What follows belongs to an exercise in optimizing a design on an open flow for small area, a short achievable clock period and few clock cycles; a production flow would make more cautious choices.
The RTL was checked by simulation tests, not by an equivalence proof against the original design.
No driver is modelled on the clock port, so clock power and skew are understated where the tree is cut down; a real chip needs a root buffer or a tree.
Power is estimated from default activity; no workload was simulated.

Design gaussian_pyramid, start of the top module:
module gaussian_pyramid #(
                    parameter BIT_DEPTH = 8,
                    parameter TOP_WIDTH = 16,
                    parameter TOP_HEIGHT = 16
                    ) (
                    input wire clk_in,
                    input wire rst_in,
                    output logic [$clog2(TOP_WIDTH * TOP_HEIGHT)-1:0] ext_read_addr,
                    output logic ext_read_addr_valid,
                    input wire [BIT_DEPTH-1:0] ext_pixel_in,
                    output logic [$clog2(TOP_WIDTH * TOP_HEIGHT)-1:0] O1L1_write_addr,
                    output logic O1L1_write_valid,
                    output logic [BIT_DEPTH-1:0] O1L1_pixel_out,
                    output logic [$clog2(TOP_WIDTH * TOP_HEIGHT)-1:0] O1L2_write_addr,
                    output logic O1L2_write_valid,
                    output logic [BIT_DEPTH-1:0] O1L2_pixel_out,
                    output logic [$clog2(TOP_WIDTH * TOP_HEIGHT)-1:0] O1L3_write_addr,
                    output logic O1L3_write_valid,
                    output logic [BIT_DEPTH-1:0] O1L3_pixel_out,
                    output logic [$clog2(TOP_WIDTH / 2 * TOP_HEIGHT / 2)-1:0] O2L1_write_addr,
                    output logic O2L1_write_valid,
                    output logic [BIT_DEPTH-1:0] O2L1_pixel_out,
                    output logic [$clog2(TOP_WIDTH / 2 * TOP_HEIGHT / 2)-1:0] O2L2_write_addr,
  ...
Size in the first run: ~160 I/O pins, about 40000 µm² of cells after synthesis.
==> flow/config.mk <==
export PLATFORM = sky130hd
export DESIGN_NAME = gaussian_pyramid
export DESIGN_NICKNAME = gaussian_pyramid
export VERILOG_FILES = /design/flow/design.v
export SDC_FILE = /design/flow/constraint.sdc
export NUM_CORES = 8
export LEC_CHECK = 0
export CAP_MARGIN = 20
export CORE_MARGIN = 2
export CORE_UTILIZATION = 60
export SLEW_MARGIN = 20
export SYNTH_MEMORY_MAX_BITS = 16384
==> flow/constraint.sdc <==
create_clock -name core_clock -period 10.0 [get_ports {clk_in}]
set_input_delay 2.0000 -clock core_clock [delete_from_list [all_inputs] [get_ports {clk_in}]]
set_output_delay 2.0000 -clock core_clock [all_outputs]
set_load 0.01 [all_outputs]
standard.sh (not shown) runs the stock make flow with config.mk's settings and CLKGATE_MAP_FILE= SYNTH_SCRIPT=/design/flow/synth_recipe.tcl, a recipe that flattens the netlist after the stock synthesis.
==> flow/flow/run.sh <==
#!/bin/bash
set -euo pipefail
bash standard.sh "POST_CTS_TCL=$PWD/flow/post_cts.tcl" SETUP_SLACK_MARGIN=6.85 BUFFER_PORTS_ARGS=-buffer_cell\ sky130_fd_sc_hd__buf_2 CTS_ARGS=-sink_clustering_enable\ -repair_clock_nets\ -dont_use_dummy_load\ -sink_clustering_size\ 30\ -sink_clustering_max_diameter\ 60 finish > standard_flow.log 2>&1
Other scripts of this flow, unchanged in this note and not shown: flow/flow/post_cts.tcl
The baseline completed without violations.
Testbench counts at the start, summed over its fixed seeds: cycles 7,392.
Then changed:
==> flow/flow/run.sh (replaced) <==
#!/bin/bash
set -euo pipefail
bash standard.sh "POST_CTS_TCL=$PWD/flow/post_cts.tcl" SETUP_SLACK_MARGIN=6.9 BUFFER_PORTS_ARGS=-buffer_cell\ sky130_fd_sc_hd__buf_2 CTS_ARGS=-sink_clustering_enable\ -repair_clock_nets\ -dont_use_dummy_load\ -sink_clustering_size\ 30\ -sink_clustering_max_diameter\ 60 finish > standard_flow.log 2>&1
After rerunning:
- The changed run went through all stages and came out clean
- setup slack got worse by 0.0061 ns
- cell count rises by 0.76%
- die area stays the same
- wire length is higher by 1.4%
- sequential share of layout area came out lower by 0.89 points
- synthesized area stays the same
- design area went up by 1.4%
- maximum frequency stays flat
- utilization goes up by 0.96 points
- via count hardly moves
- first-iteration DRC count rose by 1.4%
Then changed:
==> flow/flow/run.sh (replaced) <==
#!/bin/bash
set -euo pipefail
bash standard.sh "POST_CTS_TCL=$PWD/flow/post_cts.tcl" SETUP_SLACK_MARGIN=7.0 BUFFER_PORTS_ARGS=-buffer_cell\ sky130_fd_sc_hd__buf_2 CTS_ARGS=-sink_clustering_enable\ -repair_clock_nets\ -dont_use_dummy_load\ -sink_clustering_size\ 30\ -sink_clustering_max_diameter\ 60 finish > standard_flow.log 2>&1
Outcome: The new run completed without violations; global-route usage is higher by 0.21 points; routed wire length is higher by 1.1%; final area is higher by 0.73%.
Then changed:
==> flow/flow/run.sh (replaced) <==
#!/bin/bash
set -euo pipefail
bash standard.sh "POST_CTS_TCL=$PWD/flow/post_cts.tcl" SETUP_SLACK_MARGIN=6.75 BUFFER_PORTS_ARGS=-buffer_cell\ sky130_fd_sc_hd__buf_2 CTS_ARGS=-sink_clustering_enable\ -repair_clock_nets\ -dont_use_dummy_load\ -sink_clustering_size\ 25\ -sink_clustering_max_diameter\ 50 finish > standard_flow.log 2>&1
After rerunning: Hold slack gets worse by 0.0032 ns; die area does not change; wire length shrinks by 4.6%.

---

## oak
The RTL this note starts from:
==> flow/design.v <==
`timescale 1ns / 1ps
`default_nettype none
module blur_unit #(
    parameter W = 16,
    parameter FREE = 0
) (
    input wire clk_in,
    input wire rst_in,
    input wire in_v,
    input wire [7:0] in_d,
    input wire [2*$clog2(W)-1:0] in_addr,  
    output logic out_v,
    output logic [7:0] out_d,
    output logic [2*$clog2(W)-1:0] out_addr,
    output logic sub_v  
);
    localparam XW = $clog2(W);
    wire [XW-1:0] ix = in_addr[XW-1:0];
    wire [XW-1:0] iy = in_addr[2*XW-1:XW];
    logic [XW-1:0] fx;
    logic flushing;
    wire tok = in_v | flushing;
    logic [7:0] lb1 [0:W-1];
    logic [7:0] lb2 [0:W-1];
    always_ff @(posedge clk_in) begin
        if (FREE || tok) begin
            lb1[0] <= in_d;
            lb2[0] <= (iy == 0) ? in_d : lb1[W-1];
            for (int k = 1; k < W; k++) begin
                lb1[k] <= lb1[k-1];
                lb2[k] <= lb2[k-1];
            end
        end
    end
    wire [7:0] mid = lb1[W-1];
    wire [7:0] top = lb2[W-1];
    wire [7:0] bot = flushing ? mid : in_d;
    wire [9:0] vsum = {2'b00, top} + {1'b0, mid, 1'b0} + {2'b00, bot};
    wire vtok = (in_v && iy != 0) || flushing;
    wire [XW-1:0] vxn = flushing ? fx : ix;
    logic [9:0] vr;
    logic vv, vx0, vxl;
    always_ff @(posedge clk_in) begin
        vr <= vsum;
        vx0 <= vxn == 0;
        vxl <= vxn == W-1;
        if (rst_in) begin
            fx <= 0;
            flushing <= 0;
            vv <= 0;
        end else begin
            vv <= vtok;
            if (in_v && ix == W-1 && iy == W-1) flushing <= 1;
            if (flushing) begin
                fx <= fx + 1'b1;
                if (fx == W-1) flushing <= 0;
            end
        end
    end
    logic [9:0] ha, hb;
    logic pend;
    wire [9:0] tc = pend ? hb : vr;
    wire [11:0] hsum = {2'b00, ha} + {1'b0, hb, 1'b0} + {2'b00, tc};
    wire htok = (vv && !vx0) || pend;
    wire [2*XW-1:0] next_addr = out_addr + out_v;
    always_ff @(posedge clk_in) begin
        if (FREE || vv) begin
            ha <= vx0 ? vr : hb;
            hb <= vr;
        end
        out_d <= hsum[11:4];
        if (rst_in) begin
            pend <= 0;
            out_v <= 0;
            sub_v <= 0;
            out_addr <= 0;
        end else begin
            pend <= vv && vxl;
            out_v <= htok;
            sub_v <= htok && !next_addr[0] && !next_addr[XW];
            out_addr <= next_addr;
        end
    end
endmodule
`default_nettype wire
`timescale 1ns / 1ps
`default_nettype none
module gaussian_pyramid #(
                    parameter BIT_DEPTH = 8,
                    parameter TOP_WIDTH = 16,
                    parameter TOP_HEIGHT = 16
                    ) (
                    input wire clk_in,
                    input wire rst_in,
                    output logic [$clog2(TOP_WIDTH * TOP_HEIGHT)-1:0] ext_read_addr,
                    output logic ext_read_addr_valid,
                    input wire [BIT_DEPTH-1:0] ext_pixel_in,
                    output logic [$clog2(TOP_WIDTH * TOP_HEIGHT)-1:0] O1L1_write_addr,
                    output logic O1L1_write_valid,
                    output logic [BIT_DEPTH-1:0] O1L1_pixel_out,
                    output logic [$clog2(TOP_WIDTH * TOP_HEIGHT)-1:0] O1L2_write_addr,
                    output logic O1L2_write_valid,
                    output logic [BIT_DEPTH-1:0] O1L2_pixel_out,
                    output logic [$clog2(TOP_WIDTH * TOP_HEIGHT)-1:0] O1L3_write_addr,
                    output logic O1L3_write_valid,
                    output logic [BIT_DEPTH-1:0] O1L3_pixel_out,
                    output logic [$clog2(TOP_WIDTH / 2 * TOP_HEIGHT / 2)-1:0] O2L1_write_addr,
                    output logic O2L1_write_valid,
                    output logic [BIT_DEPTH-1:0] O2L1_pixel_out,
                    output logic [$clog2(TOP_WIDTH / 2 * TOP_HEIGHT / 2)-1:0] O2L2_write_addr,
                    output logic O2L2_write_valid,
                    output logic [BIT_DEPTH-1:0] O2L2_pixel_out,
                    output logic [$clog2(TOP_WIDTH / 2 * TOP_HEIGHT / 2)-1:0] O2L3_write_addr,
                    output logic O2L3_write_valid,
                    output logic [BIT_DEPTH-1:0] O2L3_pixel_out,
                    output logic [$clog2(TOP_WIDTH / 4 * TOP_HEIGHT / 4)-1:0] O3L1_write_addr,
                    output logic O3L1_write_valid,
                    output logic [BIT_DEPTH-1:0] O3L1_pixel_out,
                    output logic [$clog2(TOP_WIDTH / 4 * TOP_HEIGHT / 4)-1:0] O3L2_write_addr,
                    output logic O3L2_write_valid,
                    output logic [BIT_DEPTH-1:0] O3L2_pixel_out,
                    output logic [$clog2(TOP_WIDTH / 4 * TOP_HEIGHT / 4)-1:0] O3L3_write_addr,
                    output logic O3L3_write_valid,
                    output logic [BIT_DEPTH-1:0] O3L3_pixel_out,
                    input wire start_in,
                    output logic pyramid_done
                    );
    logic rd_v1, rd_v2;
    always_ff @(posedge clk_in) begin
        if (rst_in) begin
            ext_read_addr_valid <= 0;
            ext_read_addr <= 0;
            rd_v1 <= 0;
            rd_v2 <= 0;
            O1L1_write_valid <= 0;
            O1L1_write_addr <= 0;
        end else begin
            if (start_in) ext_read_addr_valid <= 1;
            else if (ext_read_addr == 8'hff) ext_read_addr_valid <= 0;
            ext_read_addr <= ext_read_addr + ext_read_addr_valid;
            rd_v1 <= ext_read_addr_valid;
            rd_v2 <= rd_v1;
            O1L1_write_valid <= rd_v2;
            O1L1_write_addr <= O1L1_write_addr + O1L1_write_valid;
        end
        O1L1_pixel_out <= ext_pixel_in;
    end
    logic o1_sub, o1l2_sub, o2_sub, o2l2_sub, o3l2_sub, o3l3_sub;
    blur_unit #(.W(16), .FREE(1)) b1 (
        .clk_in(clk_in), .rst_in(rst_in),
        .in_v(O1L1_write_valid), .in_d(O1L1_pixel_out), .in_addr(O1L1_write_addr),
        .out_v(O1L2_write_valid), .out_d(O1L2_pixel_out), .out_addr(O1L2_write_addr),
        .sub_v(o1l2_sub));
    blur_unit #(.W(16), .FREE(1)) b2 (
        .clk_in(clk_in), .rst_in(rst_in),
        .in_v(O1L2_write_valid), .in_d(O1L2_pixel_out), .in_addr(O1L2_write_addr),
        .out_v(O1L3_write_valid), .out_d(O1L3_pixel_out), .out_addr(O1L3_write_addr),
        .sub_v(o1_sub));
    assign O2L1_write_valid = o1_sub;
    assign O2L1_pixel_out = O1L3_pixel_out;
    assign O2L1_write_addr = {O1L3_write_addr[7:5], O1L3_write_addr[3:1]};
    blur_unit #(.W(8), .FREE(0)) b3 (
        .clk_in(clk_in), .rst_in(rst_in),
        .in_v(o1_sub), .in_d(O1L3_pixel_out), .in_addr(O2L1_write_addr),
        .out_v(O2L2_write_valid), .out_d(O2L2_pixel_out), .out_addr(O2L2_write_addr),
        .sub_v(o2l2_sub));
    blur_unit #(.W(8), .FREE(0)) b4 (
        .clk_in(clk_in), .rst_in(rst_in),
        .in_v(O2L2_write_valid), .in_d(O2L2_pixel_out), .in_addr(O2L2_write_addr),
        .out_v(O2L3_write_valid), .out_d(O2L3_pixel_out), .out_addr(O2L3_write_addr),
        .sub_v(o2_sub));
    assign O3L1_write_valid = o2_sub;
    assign O3L1_pixel_out = O2L3_pixel_out;
    assign O3L1_write_addr = {O2L3_write_addr[5:4], O2L3_write_addr[2:1]};
    blur_unit #(.W(4), .FREE(0)) b5 (
        .clk_in(clk_in), .rst_in(rst_in),
        .in_v(o2_sub), .in_d(O2L3_pixel_out), .in_addr(O3L1_write_addr),
        .out_v(O3L2_write_valid), .out_d(O3L2_pixel_out), .out_addr(O3L2_write_addr),
        .sub_v(o3l2_sub));
    blur_unit #(.W(4), .FREE(0)) b6 (
        .clk_in(clk_in), .rst_in(rst_in),
        .in_v(O3L2_write_valid), .in_d(O3L2_pixel_out), .in_addr(O3L2_write_addr),
        .out_v(O3L3_write_valid), .out_d(O3L3_pixel_out), .out_addr(O3L3_write_addr),
        .sub_v(o3l3_sub));
    always_ff @(posedge clk_in) begin
        if (rst_in) pyramid_done <= 0;
        else pyramid_done <= O3L3_write_valid && O3L3_write_addr == 4'hf;
    end
endmodule
`default_nettype wire
clock: 10.0 ns
lec_check: 0
cap_margin: 20
core_margin: 2
core_utilization: 65
slew_margin: 20
synth_memory_max_bits: 16384
==> flow/flow/run.sh <==
#!/bin/bash
set -euo pipefail
bash standard.sh SETUP_SLACK_MARGIN=6.75 BUFFER_PORTS_ARGS=-buffer_cell\ sky130_fd_sc_hd__buf_2 CTS_ARGS=-sink_clustering_enable\ -repair_clock_nets\ -dont_use_dummy_load\ -sink_clustering_size\ 30\ -sink_clustering_max_diameter\ 60 finish > standard_flow.log 2>&1
Testbench counts of oak, summed over its fixed seeds: cycles 7,392.
Changes in pine relative to oak:
- CORE_UTILIZATION: 65 -> 60
==> flow/flow/run.sh <==
#!/bin/bash
set -euo pipefail
bash standard.sh SETUP_SLACK_MARGIN=6.9 BUFFER_PORTS_ARGS=-buffer_cell\ sky130_fd_sc_hd__buf_2 CTS_ARGS=-sink_clustering_enable\ -repair_clock_nets\ -dont_use_dummy_load\ -sink_clustering_size\ 30\ -sink_clustering_max_diameter\ 60 finish > standard_flow.log 2>&1
[summary]
- pine closes out successfully: all stages finished, all timing, DRC and antenna checks passed.
- Cmp pine and oak / area growth from synthesis to layout / lower: oak
- pine vs. oak: clock-buffer cell count +11, leakage power of the design rose by 0.87 nW, routed wire length higher.
Setup changes, pine to birch
==> flow/flow/run.sh <==
#!/bin/bash
set -euo pipefail
bash standard.sh SETUP_SLACK_MARGIN=6.5 BUFFER_PORTS_ARGS=-buffer_cell\ sky130_fd_sc_hd__buf_2 CTS_ARGS=-sink_clustering_enable\ -repair_clock_nets\ -dont_use_dummy_load\ -sink_clustering_size\ 30\ -sink_clustering_max_diameter\ 60 finish > standard_flow.log 2>&1
## What came out
The critical path's slowest cell comes out sky130_fd_sc_hd__dfxtp_1 in one run and sky130_fd_sc_hd__dfxtp_4 in the other, namely in birch and pine respectively.
[birch vs pine] met1 layer usage reported by global route: lower in birch
Routed wirelength normalized by instance count: birch vs pine down 0.35 µm
Amount of wire on met3 after detailed routing: birch vs pine down 12%
birch against pine: switching power as a share of total power essentially unchanged; clock group share of total power shows an increase of 0.6 points; ratio of final minimum period to clock period saw an increase; final layout net count lost about 4%.
When birch is set beside pine, its number of non-filler instances in the completed layout turns out to be 3.4% smaller.
The number of sinks driven by the clock tree of birch and that of pine are within noise of each other.
birch ends up with a via total after detailed routing that is 591 lower than in pine.
STATUS setup slack after layout: birch loses against pine
[inputs] maple vs birch
- ABC_AREA now 1, previously not set
==> flow/flow/run.sh <==
#!/bin/bash
set -euo pipefail
bash standard.sh SETUP_SLACK_MARGIN=7 BUFFER_PORTS_ARGS=-buffer_cell\ sky130_fd_sc_hd__buf_2 CTS_ARGS=-sink_clustering_enable\ -repair_clock_nets\ -dont_use_dummy_load\ -sink_clustering_size\ 30\ -sink_clustering_max_diameter\ 60 finish > standard_flow.log 2>&1
==> comparison <==
Across maple and birch, the outcome is the same: a clean finish for every run. Taking birch as the reference, in maple fraction of standard cell area in multi-input logic now sits lower; sequential share of layout area now sits lower; total leakage power now sits higher; basic-gate share of the synthesized area counting and, or, nand and nor cells now sits higher; total via count after detailed routing now sits higher.

==> static timing again, ports no longer ideal <==
The flow's constraints put no driver on any port. The routed layouts listed below were extracted and timed again, unchanged, in two steps.
Step 1: set_driving_cell puts a clkbuf_16 on clk_in and a buf_2 on each other input, an assumption about the parent block.
Step 2, shift: input delay + t, output delay - t, t = (earliest + latest rising clock arrival at the registers) / 2. This alone moves slack from input paths to output paths.
Three values: ideal, step 1, step 2; two values: the first two.
| run | t, ns | setup slack, ns | worst slew at a driven data input, ns | cell pins on the clock port's net |
|---|---|---|---|---|
| the first run of note 1 | 0.572 | 6.950 / 6.819 / 6.485 | 0.03 | 4 |
| the second run of note 1 | 0.571 | 6.944 / 6.812 / 6.678 | 0.03 | 4 |
| the third run of note 1 | 0.572 | 6.969 / 6.839 / 6.746 | 0.04 | 4 |
| the fourth run of note 1 | 0.619 | 6.874 / 6.743 / 6.491 | 0.03 | 4 |
| oak | 0.673 | 6.791 / 6.731 / 6.567 | 0.03 | 1 |
| pine | 0.655 | 6.812 / 6.747 / 6.471 | 0.03 | 1 |
| birch | 0.656 | 6.617 / 6.554 / 6.471 | 0.03 | 1 |
| maple | 0.656 | 6.863 / 6.803 / 6.733 | 0.07 | 1 |
After both steps setup and hold are still met in every run listed. For the first run of note 1, which loses most, drivers alone change the setup slack by -0.131 ns; drivers and shift together by -0.465 ns.
